Context: an optimization exercise on an open-source flow, tuned for small area. The choices shown serve that exercise and are no tape-out recipe. Only the layout flow was run in this run; the RTL was not checked for function there. Power figures rest on the tool's default switching activity, not on a simulated workload.

## run.sh

```bash
#!/bin/bash
# synth_recipe.tcl (not shown) runs the flow's synth.tcl, then flattens the netlist and writes it again
# the make line also repeats each setting of config.mk as NAME=value (left out here)
make -C /OpenROAD-flow-scripts/flow DESIGN_CONFIG=/design/flow/config.mk WORK_HOME=/design/flow/orfs CLKGATE_MAP_FILE= SYNTH_SCRIPT=/design/flow/synth_recipe.tcl finish
```

## config.mk

```make
export PLATFORM = sky130hd
export DESIGN_NAME = ALU
export DESIGN_NICKNAME = ALU
export VERILOG_FILES = /design/flow/design.v
export SDC_FILE = /design/flow/constraint.sdc
export NUM_CORES = 4
export LEC_CHECK = 0
export CAP_MARGIN = 20
export CORE_MARGIN = 2
export CORE_UTILIZATION = 40
export SLEW_MARGIN = 20
```

## constraint.sdc

```tcl
create_clock -name core_clock -period 6.0 [get_ports {clk}]
set_input_delay 1.2000 -clock core_clock [delete_from_list [all_inputs] [get_ports {clk}]]
set_output_delay 1.2000 -clock core_clock [all_outputs]
set_load 0.01 [all_outputs]
```

## design.v

```verilog
module ALU #(parameter w = 8) (
    clk, rst, CE, IN_valid, MODE, CMD, OPA, OPB, Cin,
    ERR, RES, OF, COUT, G, L, E);
    input clk;
    input rst;
    input CE;
    input [1:0] IN_valid;
    input MODE;
    input [3:0] CMD;
    input [7:0] OPA;
    input [7:0] OPB;
    input Cin;
    output reg ERR;
    output reg OF;
    output reg COUT;
    output reg G;
    output reg L;
    output reg E;
    output reg [16:0] RES;
reg need_a, need_b, bad_cmd;
always @(*) begin
    need_a = 1'b1; need_b = 1'b1; bad_cmd = 1'b0;
    if (MODE) begin
        case (CMD)
            4'b0100, 4'b0101: need_b = 1'b0;
            4'b0110, 4'b0111: need_a = 1'b0;
            4'b1101, 4'b1110, 4'b1111: bad_cmd = 1'b1;
            default: ;
        endcase
    end else begin
        case (CMD)
            4'b0110, 4'b1000, 4'b1001: need_b = 1'b0;
            4'b0111, 4'b1010, 4'b1011: need_a = 1'b0;
            4'b1100, 4'b1101: bad_cmd = |OPB[7:4];
            4'b1110, 4'b1111: bad_cmd = 1'b1;
            default: ;
        endcase
    end
end
wire err_in = bad_cmd | (need_a & ~IN_valid[0]) | (need_b & ~IN_valid[1]);
reg [7:0] A, B;
reg Cin_t, MODE_t;
reg [3:0] CMD_t;
reg err_t;
always @(posedge clk) begin
    if (CE) begin
        A <= OPA;
        B <= OPB;
        Cin_t <= Cin;
        MODE_t <= MODE;
        CMD_t <= CMD;
    end
end
always @(posedge clk or posedge rst) begin
    if (rst)
        err_t <= 1'b1;
    else if (CE)
        err_t <= err_in;
end
wire ok = ~err_t;
wire m1 = MODE_t & ok;
wire m0 = ~MODE_t & ok;
wire [15:0] c1 = m1 ? (16'd1 << CMD_t) : 16'd0;
wire [15:0] c0 = m0 ? (16'd1 << CMD_t) : 16'd0;
wire op_add  = c1[0];
wire op_sub  = c1[1];
wire op_addc = c1[2];
wire op_subc = c1[3];
wire op_inca = c1[4];
wire op_deca = c1[5];
wire op_incb = c1[6];
wire op_decb = c1[7];
wire op_cmp  = c1[8];
wire op_mul1 = c1[9];
wire op_mul2 = c1[10];
wire op_sadd = c1[11];
wire op_ssub = c1[12];
wire op_shra = c0[8];
wire op_shla = c0[9];
wire op_shrb = c0[10];
wire op_shlb = c0[11];
wire op_rotl = c0[12];
wire op_rotr = c0[13];
wire mulop = MODE_t & (CMD_t == 4'b1001 || CMD_t == 4'b1010);
wire arith = op_add | op_sub | op_addc | op_subc | op_inca | op_deca |
             op_incb | op_decb | op_sadd | op_ssub;
wire sgn = op_sadd | op_ssub;
wire [2:0] rs = op_rotr ? (3'd0 - B[2:0]) : B[2:0];
wire [2:0] sa = op_shla ? 3'd1 : op_shra ? 3'd7 : rs;
wire dec_en = op_rotl | op_rotr | op_shla | op_shra;
wire [7:0] onehot = dec_en ? (8'd1 << sa) : 8'd0;
wire selA = op_mul1 | dec_en;
wire [8:0] Aq = ({9{selA}} & {1'b0, A}) | ({9{op_mul2}} & {A, 1'b0}) |
                {1'b0, op_shrb, 5'b0, op_shlb, 1'b0};
wire [7:0] Bq = ({8{op_mul1 | op_mul2 | op_shrb | op_shlb}} & B) | onehot;
wire xa = op_add | op_sub | op_addc | op_subc | op_inca | op_deca | op_mul1 | sgn;
wire [7:0] X = ({8{xa}} & A) | {8{op_decb}};
wire yb  = op_add | op_addc | op_incb | op_decb | op_mul1 | op_sadd;
wire ynb = op_sub | op_subc | op_ssub;
wire [7:0] Y = ({8{yb}} & B) | ({8{ynb}} & ~B) | {8{op_deca}};
wire ci = op_sub | op_ssub | op_inca | op_incb | op_mul1 |
          (op_addc & Cin_t) | (op_subc & ~Cin_t);
wire [7:0] pp [0:8];
genvar gi;
generate for (gi = 0; gi < 9; gi = gi + 1) begin : g_pp
    assign pp[gi] = {8{Aq[gi]}} & Bq;
end endgenerate
wire [16:0] P;
wire s1;
wire c2;
assign s1 = pp[0][7] ^ pp[1][6];
assign c2 = pp[0][7] & pp[1][6];
wire s3;
wire c4;
assign s3 = pp[0][4] ^ pp[1][3];
assign c4 = pp[0][4] & pp[1][3];
wire s5;
wire c6;
assign s5 = pp[0][5] ^ pp[1][4] ^ pp[2][3];
assign c6 = (pp[0][5] & pp[1][4]) | (pp[0][5] & pp[2][3]) | (pp[1][4] & pp[2][3]);
wire s7;
wire c8;
assign s7 = pp[3][2] ^ pp[4][1];
assign c8 = pp[3][2] & pp[4][1];
wire s9;
wire c10;
assign s9 = pp[0][6] ^ pp[1][5] ^ pp[2][4];
assign c10 = (pp[0][6] & pp[1][5]) | (pp[0][6] & pp[2][4]) | (pp[1][5] & pp[2][4]);
wire s11;
wire c12;
assign s11 = pp[3][3] ^ pp[4][2] ^ pp[5][1];
assign c12 = (pp[3][3] & pp[4][2]) | (pp[3][3] & pp[5][1]) | (pp[4][2] & pp[5][1]);
wire s13;
wire c14;
assign s13 = pp[6][0] ^ X[6];
assign c14 = pp[6][0] & X[6];
wire s15;
wire c16;
assign s15 = pp[2][5] ^ pp[3][4] ^ pp[4][3];
assign c16 = (pp[2][5] & pp[3][4]) | (pp[2][5] & pp[4][3]) | (pp[3][4] & pp[4][3]);
wire s17;
wire c18;
assign s17 = pp[5][2] ^ pp[6][1] ^ pp[7][0];
assign c18 = (pp[5][2] & pp[6][1]) | (pp[5][2] & pp[7][0]) | (pp[6][1] & pp[7][0]);
wire s19;
wire c20;
assign s19 = X[7] ^ Y[7] ^ s1;
assign c20 = (X[7] & Y[7]) | (X[7] & s1) | (Y[7] & s1);
wire s21;
wire c22;
assign s21 = pp[1][7] ^ pp[2][6] ^ pp[3][5];
assign c22 = (pp[1][7] & pp[2][6]) | (pp[1][7] & pp[3][5]) | (pp[2][6] & pp[3][5]);
wire s23;
wire c24;
assign s23 = pp[4][4] ^ pp[5][3] ^ pp[6][2];
assign c24 = (pp[4][4] & pp[5][3]) | (pp[4][4] & pp[6][2]) | (pp[5][3] & pp[6][2]);
wire s25;
wire c26;
assign s25 = pp[7][1] ^ pp[8][0] ^ c2;
assign c26 = (pp[7][1] & pp[8][0]) | (pp[7][1] & c2) | (pp[8][0] & c2);
wire s27;
wire c28;
assign s27 = pp[2][7] ^ pp[3][6] ^ pp[4][5];
assign c28 = (pp[2][7] & pp[3][6]) | (pp[2][7] & pp[4][5]) | (pp[3][6] & pp[4][5]);
wire s29;
wire c30;
assign s29 = pp[5][4] ^ pp[6][3] ^ pp[7][2];
assign c30 = (pp[5][4] & pp[6][3]) | (pp[5][4] & pp[7][2]) | (pp[6][3] & pp[7][2]);
wire s31;
wire c32;
assign s31 = pp[3][7] ^ pp[4][6] ^ pp[5][5];
assign c32 = (pp[3][7] & pp[4][6]) | (pp[3][7] & pp[5][5]) | (pp[4][6] & pp[5][5]);
wire s33;
wire c34;
assign s33 = pp[0][2] ^ pp[1][1];
assign c34 = pp[0][2] & pp[1][1];
wire s35;
wire c36;
assign s35 = pp[0][3] ^ pp[1][2] ^ pp[2][1];
assign c36 = (pp[0][3] & pp[1][2]) | (pp[0][3] & pp[2][1]) | (pp[1][2] & pp[2][1]);
wire s37;
wire c38;
assign s37 = pp[3][0] ^ X[3];
assign c38 = pp[3][0] & X[3];
wire s39;
wire c40;
assign s39 = pp[2][2] ^ pp[3][1] ^ pp[4][0];
assign c40 = (pp[2][2] & pp[3][1]) | (pp[2][2] & pp[4][0]) | (pp[3][1] & pp[4][0]);
wire s41;
wire c42;
assign s41 = X[4] ^ Y[4] ^ s3;
assign c42 = (X[4] & Y[4]) | (X[4] & s3) | (Y[4] & s3);
wire s43;
wire c44;
assign s43 = pp[5][0] ^ X[5] ^ Y[5];
assign c44 = (pp[5][0] & X[5]) | (pp[5][0] & Y[5]) | (X[5] & Y[5]);
wire s45;
wire c46;
assign s45 = s5 ^ s7 ^ c4;
assign c46 = (s5 & s7) | (s5 & c4) | (s7 & c4);
wire s47;
wire c48;
assign s47 = Y[6] ^ s9 ^ s11;
assign c48 = (Y[6] & s9) | (Y[6] & s11) | (s9 & s11);
wire s49;
wire c50;
assign s49 = s13 ^ c6 ^ c8;
assign c50 = (s13 & c6) | (s13 & c8) | (c6 & c8);
wire s51;
wire c52;
assign s51 = s15 ^ s17 ^ s19;
assign c52 = (s15 & s17) | (s15 & s19) | (s17 & s19);
wire s53;
wire c54;
assign s53 = c10 ^ c12 ^ c14;
assign c54 = (c10 & c12) | (c10 & c14) | (c12 & c14);
wire s55;
wire c56;
assign s55 = s21 ^ s23 ^ s25;
assign c56 = (s21 & s23) | (s21 & s25) | (s23 & s25);
wire s57;
wire c58;
assign s57 = c16 ^ c18 ^ c20;
assign c58 = (c16 & c18) | (c16 & c20) | (c18 & c20);
wire s59;
wire c60;
assign s59 = pp[8][1] ^ s27 ^ s29;
assign c60 = (pp[8][1] & s27) | (pp[8][1] & s29) | (s27 & s29);
wire s61;
wire c62;
assign s61 = c22 ^ c24 ^ c26;
assign c62 = (c22 & c24) | (c22 & c26) | (c24 & c26);
wire s63;
wire c64;
assign s63 = pp[6][4] ^ pp[7][3] ^ pp[8][2];
assign c64 = (pp[6][4] & pp[7][3]) | (pp[6][4] & pp[8][2]) | (pp[7][3] & pp[8][2]);
wire s65;
wire c66;
assign s65 = s31 ^ c28 ^ c30;
assign c66 = (s31 & c28) | (s31 & c30) | (c28 & c30);
wire s67;
wire c68;
assign s67 = pp[4][7] ^ pp[5][6] ^ pp[6][5];
assign c68 = (pp[4][7] & pp[5][6]) | (pp[4][7] & pp[6][5]) | (pp[5][6] & pp[6][5]);
wire s69;
wire c70;
assign s69 = pp[7][4] ^ pp[8][3] ^ c32;
assign c70 = (pp[7][4] & pp[8][3]) | (pp[7][4] & c32) | (pp[8][3] & c32);
wire s71;
wire c72;
assign s71 = pp[5][7] ^ pp[6][6] ^ pp[7][5];
assign c72 = (pp[5][7] & pp[6][6]) | (pp[5][7] & pp[7][5]) | (pp[6][6] & pp[7][5]);
wire s73;
wire c74;
assign s73 = pp[0][0] ^ X[0];
assign c74 = pp[0][0] & X[0];
wire s75;
wire c76;
assign s75 = pp[0][1] ^ pp[1][0] ^ X[1];
assign c76 = (pp[0][1] & pp[1][0]) | (pp[0][1] & X[1]) | (pp[1][0] & X[1]);
wire s77;
wire c78;
assign s77 = pp[2][0] ^ X[2] ^ Y[2];
assign c78 = (pp[2][0] & X[2]) | (pp[2][0] & Y[2]) | (X[2] & Y[2]);
wire s79;
wire c80;
assign s79 = Y[3] ^ s35 ^ s37;
assign c80 = (Y[3] & s35) | (Y[3] & s37) | (s35 & s37);
wire s81;
wire c82;
assign s81 = s39 ^ s41 ^ c36;
assign c82 = (s39 & s41) | (s39 & c36) | (s41 & c36);
wire s83;
wire c84;
assign s83 = s43 ^ s45 ^ c40;
assign c84 = (s43 & s45) | (s43 & c40) | (s45 & c40);
wire s85;
wire c86;
assign s85 = s47 ^ s49 ^ c44;
assign c86 = (s47 & s49) | (s47 & c44) | (s49 & c44);
wire s87;
wire c88;
assign s87 = s51 ^ s53 ^ c48;
assign c88 = (s51 & s53) | (s51 & c48) | (s53 & c48);
wire s89;
wire c90;
assign s89 = s55 ^ s57 ^ c52;
assign c90 = (s55 & s57) | (s55 & c52) | (s57 & c52);
wire s91;
wire c92;
assign s91 = s59 ^ s61 ^ c56;
assign c92 = (s59 & s61) | (s59 & c56) | (s61 & c56);
wire s93;
wire c94;
assign s93 = s63 ^ s65 ^ c60;
assign c94 = (s63 & s65) | (s63 & c60) | (s65 & c60);
wire s95;
wire c96;
assign s95 = s67 ^ s69 ^ c64;
assign c96 = (s67 & s69) | (s67 & c64) | (s69 & c64);
wire s97;
wire c98;
assign s97 = pp[8][4] ^ s71 ^ c68;
assign c98 = (pp[8][4] & s71) | (pp[8][4] & c68) | (s71 & c68);
wire s99;
wire c100;
assign s99 = pp[6][7] ^ pp[7][6] ^ pp[8][5];
assign c100 = (pp[6][7] & pp[7][6]) | (pp[6][7] & pp[8][5]) | (pp[7][6] & pp[8][5]);
wire s101;
wire c102;
assign s101 = Y[0] ^ ci;
assign c102 = Y[0] & ci;
wire s103;
wire c104;
assign s103 = Y[1] ^ s75 ^ c74;
assign c104 = (Y[1] & s75) | (Y[1] & c74) | (s75 & c74);
wire s105;
wire c106;
assign s105 = s33 ^ s77 ^ c76;
assign c106 = (s33 & s77) | (s33 & c76) | (s77 & c76);
wire s107;
wire c108;
assign s107 = c34 ^ s79 ^ c78;
assign c108 = (c34 & s79) | (c34 & c78) | (s79 & c78);
wire s109;
wire c110;
assign s109 = c38 ^ s81 ^ c80;
assign c110 = (c38 & s81) | (c38 & c80) | (s81 & c80);
wire s111;
wire c112;
assign s111 = c42 ^ s83 ^ c82;
assign c112 = (c42 & s83) | (c42 & c82) | (s83 & c82);
wire s113;
wire c114;
assign s113 = c46 ^ s85 ^ c84;
assign c114 = (c46 & s85) | (c46 & c84) | (s85 & c84);
wire s115;
wire c116;
assign s115 = c50 ^ s87 ^ c86;
assign c116 = (c50 & s87) | (c50 & c86) | (s87 & c86);
wire s117;
wire c118;
assign s117 = c54 ^ s89 ^ c88;
assign c118 = (c54 & s89) | (c54 & c88) | (s89 & c88);
wire s119;
wire c120;
assign s119 = c58 ^ s91 ^ c90;
assign c120 = (c58 & s91) | (c58 & c90) | (s91 & c90);
wire s121;
wire c122;
assign s121 = c62 ^ s93 ^ c92;
assign c122 = (c62 & s93) | (c62 & c92) | (s93 & c92);
wire s123;
wire c124;
assign s123 = c66 ^ s95 ^ c94;
assign c124 = (c66 & s95) | (c66 & c94) | (s95 & c94);
wire s125;
wire c126;
assign s125 = c70 ^ s97 ^ c96;
assign c126 = (c70 & s97) | (c70 & c96) | (s97 & c96);
wire s127;
wire c128;
assign s127 = c72 ^ s99 ^ c98;
assign c128 = (c72 & s99) | (c72 & c98) | (s99 & c98);
wire s129;
wire c130;
assign s129 = pp[7][7] ^ pp[8][6] ^ c100;
assign c130 = (pp[7][7] & pp[8][6]) | (pp[7][7] & c100) | (pp[8][6] & c100);
wire s131;
wire c132;
assign s131 = s73 ^ s101;
assign c132 = s73 & s101;
wire s133;
wire c134;
assign s133 = s103 ^ c102 ^ c132;
assign c134 = (s103 & c102) | (s103 & c132) | (c102 & c132);
wire s135;
wire c136;
assign s135 = s105 ^ c104 ^ c134;
assign c136 = (s105 & c104) | (s105 & c134) | (c104 & c134);
wire s137;
wire c138;
assign s137 = s107 ^ c106 ^ c136;
assign c138 = (s107 & c106) | (s107 & c136) | (c106 & c136);
wire s139;
wire c140;
assign s139 = s109 ^ c108 ^ c138;
assign c140 = (s109 & c108) | (s109 & c138) | (c108 & c138);
wire s141;
wire c142;
assign s141 = s111 ^ c110 ^ c140;
assign c142 = (s111 & c110) | (s111 & c140) | (c110 & c140);
wire s143;
wire c144;
assign s143 = s113 ^ c112 ^ c142;
assign c144 = (s113 & c112) | (s113 & c142) | (c112 & c142);
wire s145;
wire c146;
assign s145 = s115 ^ c114 ^ c144;
assign c146 = (s115 & c114) | (s115 & c144) | (c114 & c144);
wire s147;
wire c148;
assign s147 = s117 ^ c116 ^ c146;
assign c148 = (s117 & c116) | (s117 & c146) | (c116 & c146);
wire s149;
wire c150;
assign s149 = s119 ^ c118 ^ c148;
assign c150 = (s119 & c118) | (s119 & c148) | (c118 & c148);
wire s151;
wire c152;
assign s151 = s121 ^ c120 ^ c150;
assign c152 = (s121 & c120) | (s121 & c150) | (c120 & c150);
wire s153;
wire c154;
assign s153 = s123 ^ c122 ^ c152;
assign c154 = (s123 & c122) | (s123 & c152) | (c122 & c152);
wire s155;
wire c156;
assign s155 = s125 ^ c124 ^ c154;
assign c156 = (s125 & c124) | (s125 & c154) | (c124 & c154);
wire s157;
wire c158;
assign s157 = s127 ^ c126 ^ c156;
assign c158 = (s127 & c126) | (s127 & c156) | (c126 & c156);
wire s159;
wire c160;
assign s159 = s129 ^ c128 ^ c158;
assign c160 = (s129 & c128) | (s129 & c158) | (c128 & c158);
wire s161;
wire c162;
assign s161 = pp[8][7] ^ c130 ^ c160;
assign c162 = (pp[8][7] & c130) | (pp[8][7] & c160) | (c130 & c160);
assign P = {c162, s161, s159, s157, s155, s153, s151, s149, s147, s145, s143, s141, s139, s137, s135, s133, s131};
reg [3:0] tt;
always @(*) begin
    tt = 4'b0000;
    if (m0)
        case (CMD_t)
            4'b0000: tt = 4'b1000;
            4'b0001: tt = 4'b0111;
            4'b0010: tt = 4'b1110;
            4'b0011: tt = 4'b0001;
            4'b0100: tt = 4'b0110;
            4'b0101: tt = 4'b1001;
            4'b0110: tt = 4'b0011;
            4'b0111: tt = 4'b0101;
            default: tt = 4'b0000;
        endcase
end
wire inv16 = m0 & (CMD_t == 4'b0001 || CMD_t == 4'b0011 || CMD_t == 4'b0101 ||
                   CMD_t == 4'b0110 || CMD_t == 4'b0111);
wire lo_en = arith | op_shla | op_shlb | op_rotl | op_rotr;
wire hi_en = op_shra | op_shrb | op_rotl | op_rotr;
wire en8   = arith | op_shla | op_shlb;
wire subk  = op_sub | op_subc | op_deca | op_decb;
wire k8    = subk | (op_sadd & (A[7] ^ B[7])) | (op_ssub & ~(A[7] ^ B[7]));
reg [7:0] lo;
integer i;
always @(*)
    for (i = 0; i < 8; i = i + 1)
        lo[i] = (lo_en & P[i]) | (hi_en & P[i+8]) | tt[{A[i], B[i]}];
wire r8 = (en8 & P[8]) ^ k8;
wire U  = arith & (k8 ? ~P[8] : (sgn & A[7]));
wire [16:0] R = {U | inv16, {7{U}}, r8, lo};
wire y7 = op_ssub ? ~B[7] : B[7];
wire cout_n = (op_add | op_addc | op_inca | op_incb) & P[8];
wire of_n = ((op_sub | op_deca | op_decb) & ~P[8]) |
            (op_subc & ~P[8] & ~(Cin_t & (&B))) |
            (sgn & (A[7] == y7) & (P[7] != A[7]));
wire cmp_en = op_cmp | sgn;
wire [7:0] ca = {A[7] ^ sgn, A[6:0]};
wire [7:0] cb = {B[7] ^ sgn, B[6:0]};
wire e_n = cmp_en & (ca == cb);
wire l_n = cmp_en & (ca < cb);
wire g_n = cmp_en & (ca > cb);
reg [16:0] RES_m;
always @(posedge clk or posedge rst) begin
    if (rst) begin
        RES <= 0; RES_m <= 0;
        COUT <= 0; OF <= 0; G <= 0; L <= 0; E <= 0; ERR <= 0;
    end else if (CE) begin
        if (mulop) begin
            RES_m <= P;
            RES <= RES_m;
        end else
            RES <= R;
        COUT <= cout_n;
        OF <= of_n;
        G <= g_n;
        L <= l_n;
        E <= e_n;
        ERR <= err_t;
    end
end
endmodule
```

==> run summary <==
[cell families (layout without fill, tap and decap cells)]
kind of cell,count (synthesis),count (layout),share of synthesized area [%]
AND/OR/NAND/NOR,235,235,17.1
AO/OA/AOI/OAI,156,156,17.4
buffers and inverters,132,288,7.90
adder cells (fa/ha/maj),94,94,26.3
flip-flops,67,67,27.1
multiplexers,14,14,3.78
XOR/XNOR,3,3,0.403
[path summary, 6_finish.rpt]
check	startpoint	to	slack, ns	cells past startpoint
max	MODE_t	RES[7]	-2.36	28
min	RES_m[2]	RES_m[2]	0.48	2
max reg2reg	MODE_t	RES[7]	-2.36	28
min reg2reg	RES_m[2]	RES_m[2]	0.48	2
max in group asynchronous	rst	err_t	4.33	3
min in group asynchronous	rst	RES_m[9]	1.29	3
[metrics by stage]
| stage | instance area (um^2) | setup WS (ns) | power [mW] |
|---|---|---|---|
| finish | 8710 | -2.36 | 1.51 |
| CTS | 8550 | -2.35 | 1.51 |
| global route | 8710 | -2.59 | 1.59 |
| detailed placement | 8150 | -2.49 | 0.942 |
| global placement | 8130 | -2.37 | 0.934 |
| floorplan | 6660 | -2.42 | 0.762 |
[state kept, by name, indices dropped and copies added (netlist names), named ones only]
signal / count
RES: 17
RES_m: 17
A: 8
B: 8
CMD_t: 4
COUT: 1
Cin_t: 1
E: 1
ERR: 1
G: 1
L: 1
MODE_t: 1
OF: 1
err_t: 1
[worst max-delay path, delay by kind of cell (launching register included)]
kind | cells | cell delay [ns]
AOI/OAI and AO/OA | 4 | 0.76
buffers and inverters | 4 | 0.22
adders and majority gates | 17 | 5.94
and+or+nand+nor | 3 | 0.91
DFF | 1 | 0.41
[area by class of cell]
cell class	count	share of cell area [%]
multi-input combinational	502	51.7
timing repair buffer	180	17.2
clock buffer	10	2.87
sequential	67	20.3
clock inverter	6	0.805
inverter	92	4.01
tap	216	3.10
[timing repair]
| action | 4_1_cts | 5_1_grt |
|---|---|---|
| gates resized for setup | 14 | 25 |
| setup buffers | 4 | 8 |
| pin swaps | 14 | 24 |
| endpoints found under the setup margin | 28 | 29 |
[synthesized netlist by cell type (8+ instances only)]
master,count
a221oi_1,18
nor3_1,9
a22oi_1,8
ha_1,22
nor2_1,67
fa_1,72
clkbuf_1,24
o21ai_0,22
a21o_1,10
a21oi_1,35
dfrtp_1,40
nand2b_1,18
nand2_1,78
o22ai_1,9
mux4_2,8
nand4_1,8
inv_1,90
a211oi_1,8
or2_1,13
edfxtp_1,22
[metal layers]
metal,routed length (um),up-vias
met4,515,0
li1,-,2707
met3,1160,34
met1,9250,2840
met2,9490,200
met5,0,-
[power by group through the flow]
stage	clock, mW	sequential (mW)	combinational [mW]
3_5_place_dp	0	0.555	0.387
3_3_place_gp	0	0.553	0.381
4_1_cts	0.570	0.547	0.395
6_report	0.556	0.547	0.407
5_1_grt	0.593	0.552	0.443
2_1_floorplan	0	0.551	0.211
==> results by group <==
Status
  • Status: complete, but fails checks
  • Failing layout criteria: negative setup slack

Synth
  • Register area share after synthesis: 27.1%
  • Async S/R FF share, synth: between 60 and 70%
  • Post-synth top area share: ~22%
  • Syn Nets: approximately 800
  • Synth warnings: 1
  • Distinct cells, synth: between 60 and 70
  • Mapped Area: about 0.0065 mm^2
  • Post-synth EDFFs: 22
  • Ranking of synthesized cells by area: fa_1 22%, dfrtp_1 15%, edfxtp_1 10%
  • Predominant post-synthesis flop cell: dfrtp_1
  • Largest area contributor in the netlist: fa_1
  • Mapped Cells: about 700
  • Synth Register Bits: 67
  • Avg Cell Area, Syn: ~9.3 um^2

STA
  • Final setup violation count: 28
  • Setup ws final: -2.36 ns
  • Setup TNS: -24.15 ns
  • RSZ-0062 raised after global routing: true
  • Fmax: about 120 MHz
  • Slew headroom: a little over a third
  • Fin Hold WS: 0.476 ns
  • Clock skew: around 0.0070 ns
  • Fin. max-slew vios: 0
  • Fin. Hold Viols: 0
  • Worst-margin pin slew: 0.929 ns
  • Final min period: roughly 8.4 ns
  • Tcrit/Tclk final: 139%

Power
  • Comb pwr share: a little over a quarter
  • Lkg Pwr: 3.69 nW
  • VDD IR max: between 200 and 300 uV
  • Switching Fraction: 30.4%
  • Sw Pwr: about 0.46 mW
  • Clock power frac: ~37%
  • Seq pwr share: a little over a third
  • P per Cell Area: 173 mW/mm^2
  • Internal: roughly 1.1 mW

Critical path
  • Crit path DAT: approximately 8.6 ns
  • Startpoint type of the worst setup path: flip-flop
  • CP Capture Type: flip-flop
  • Biggest cell delay along the critical path: 0.56 ns
  • Most Frequent Cell on Critical Path: fa_2
  • CP max-delay cell: or4_4
  • Worst setup path category: reg -> reg
  • Crit path max fanout: 6
  • Worst path required time: around 6.2 ns

Global routing
  • Met1 Use GR: between 30% and 40%
  • GR met3 Demand/Resource: 4.04%
  • Pin count of the biggest net entering global routing: 42
  • Most used routing layer: met2
  • First-pass GRT wire length: ~33000 um
  • Vias in the first global route: ~6k
  • Total GRT Usage: 24.5%
  • Grt met2 use: 39.8%
  • Grt ovf: 0
  • Initial antenna violation count: 0

Place
  • Port bufs: 49
  • RePlAce Congestion: 0.956
  • DP Wirelength: ~16000 um
  • # placed instances: around 1.0k

Layout
  • Register area: about 0.0018 mm^2
  • Post-Layout Cell Count: 1073
  • Fill count: roughly 1.4k
  • # diodes: 0
  • Layout cells sized above 1: 26.5%
  • Final net count: 973
  • Commonest non-fill, non-tap cell in the layout: buf_4
  • Synth-to-layout area growth: 33.4%
  • Multi-input logic area: between 0.004 and 0.005 mm^2
  • Post-Route Utilization: a little over half
  • Most frequent cells in the layout: 125 x buf_4, 84 x inv_1, 74 x nand2_1, 61 x nor2_1, 57 x fa_1

Floorplanning
  • Core outline area: around 0.016 mm^2
  • Die ar.: about 0.017 mm^2
  • Starting Density: roughly 41%
  • Height of the die: approximately 130 um
  • Die X: between 100 and 150 um
  • Top Ports: 50
  • Row count: between 40 and 50

Clock network
  • CTS Root Cell: clkbuf_16
  • Cts hold-fix bufs: 0
  • Worst-path clk slew: around 0.060 ns
  • H-Tree Depth: 3
  • Clock Tree Buf Depth: 2
  • Cts bufs inserted: 9
  • Clock Sink Count: 67
  • CTS tree: built
  • Skew-Pair Late Insertion Delay: 0.34 ns

Detailed routing
  • Wirelength, routed: between 20000 and 25000 um
  • Vias: around 5.8k
  • Post-route ant nets: 0
  • Routed len/inst: about 19 um
  • First-pass DRT Iterations: 5
  • Initial drt markers: 395
  • Remaining routing DRC violations: 0
  • Avg Vias per Cell: 5.39

Run
  • Maxcap violations: 0

Min path
  • Worst min path class: reg -> reg

## separate check: timing with driven ports
The results above use ideal ports. As a check the final layout listed here was re-extracted and re-timed, cells and wires unchanged.
Step 1 (the two cells are an assumption about what drives the block):
set clk [get_ports {clk}]
set_driving_cell -lib_cell sky130_fd_sc_hd__clkbuf_16 $clk
set_driving_cell -lib_cell sky130_fd_sc_hd__buf_2 [delete_from_list [all_inputs] $clk]
Step 2 also shifts input and output timing later by t, the mid clock arrival at the registers, as if the neighbouring blocks saw the same clock.
a / b / c = no drivers / after step 1 / after step 2; a / b = the first two.
shift t [ns]: 0.381
slack for setup (ns): -2.362 / -2.362 / -2.362
worst setup path at the end: register to register
latest minus earliest clock arrival (ns): 0.007 / 0.007
The setup slack of this run moves by 0.000 ns with the drivers and by 0.000 ns with both steps.
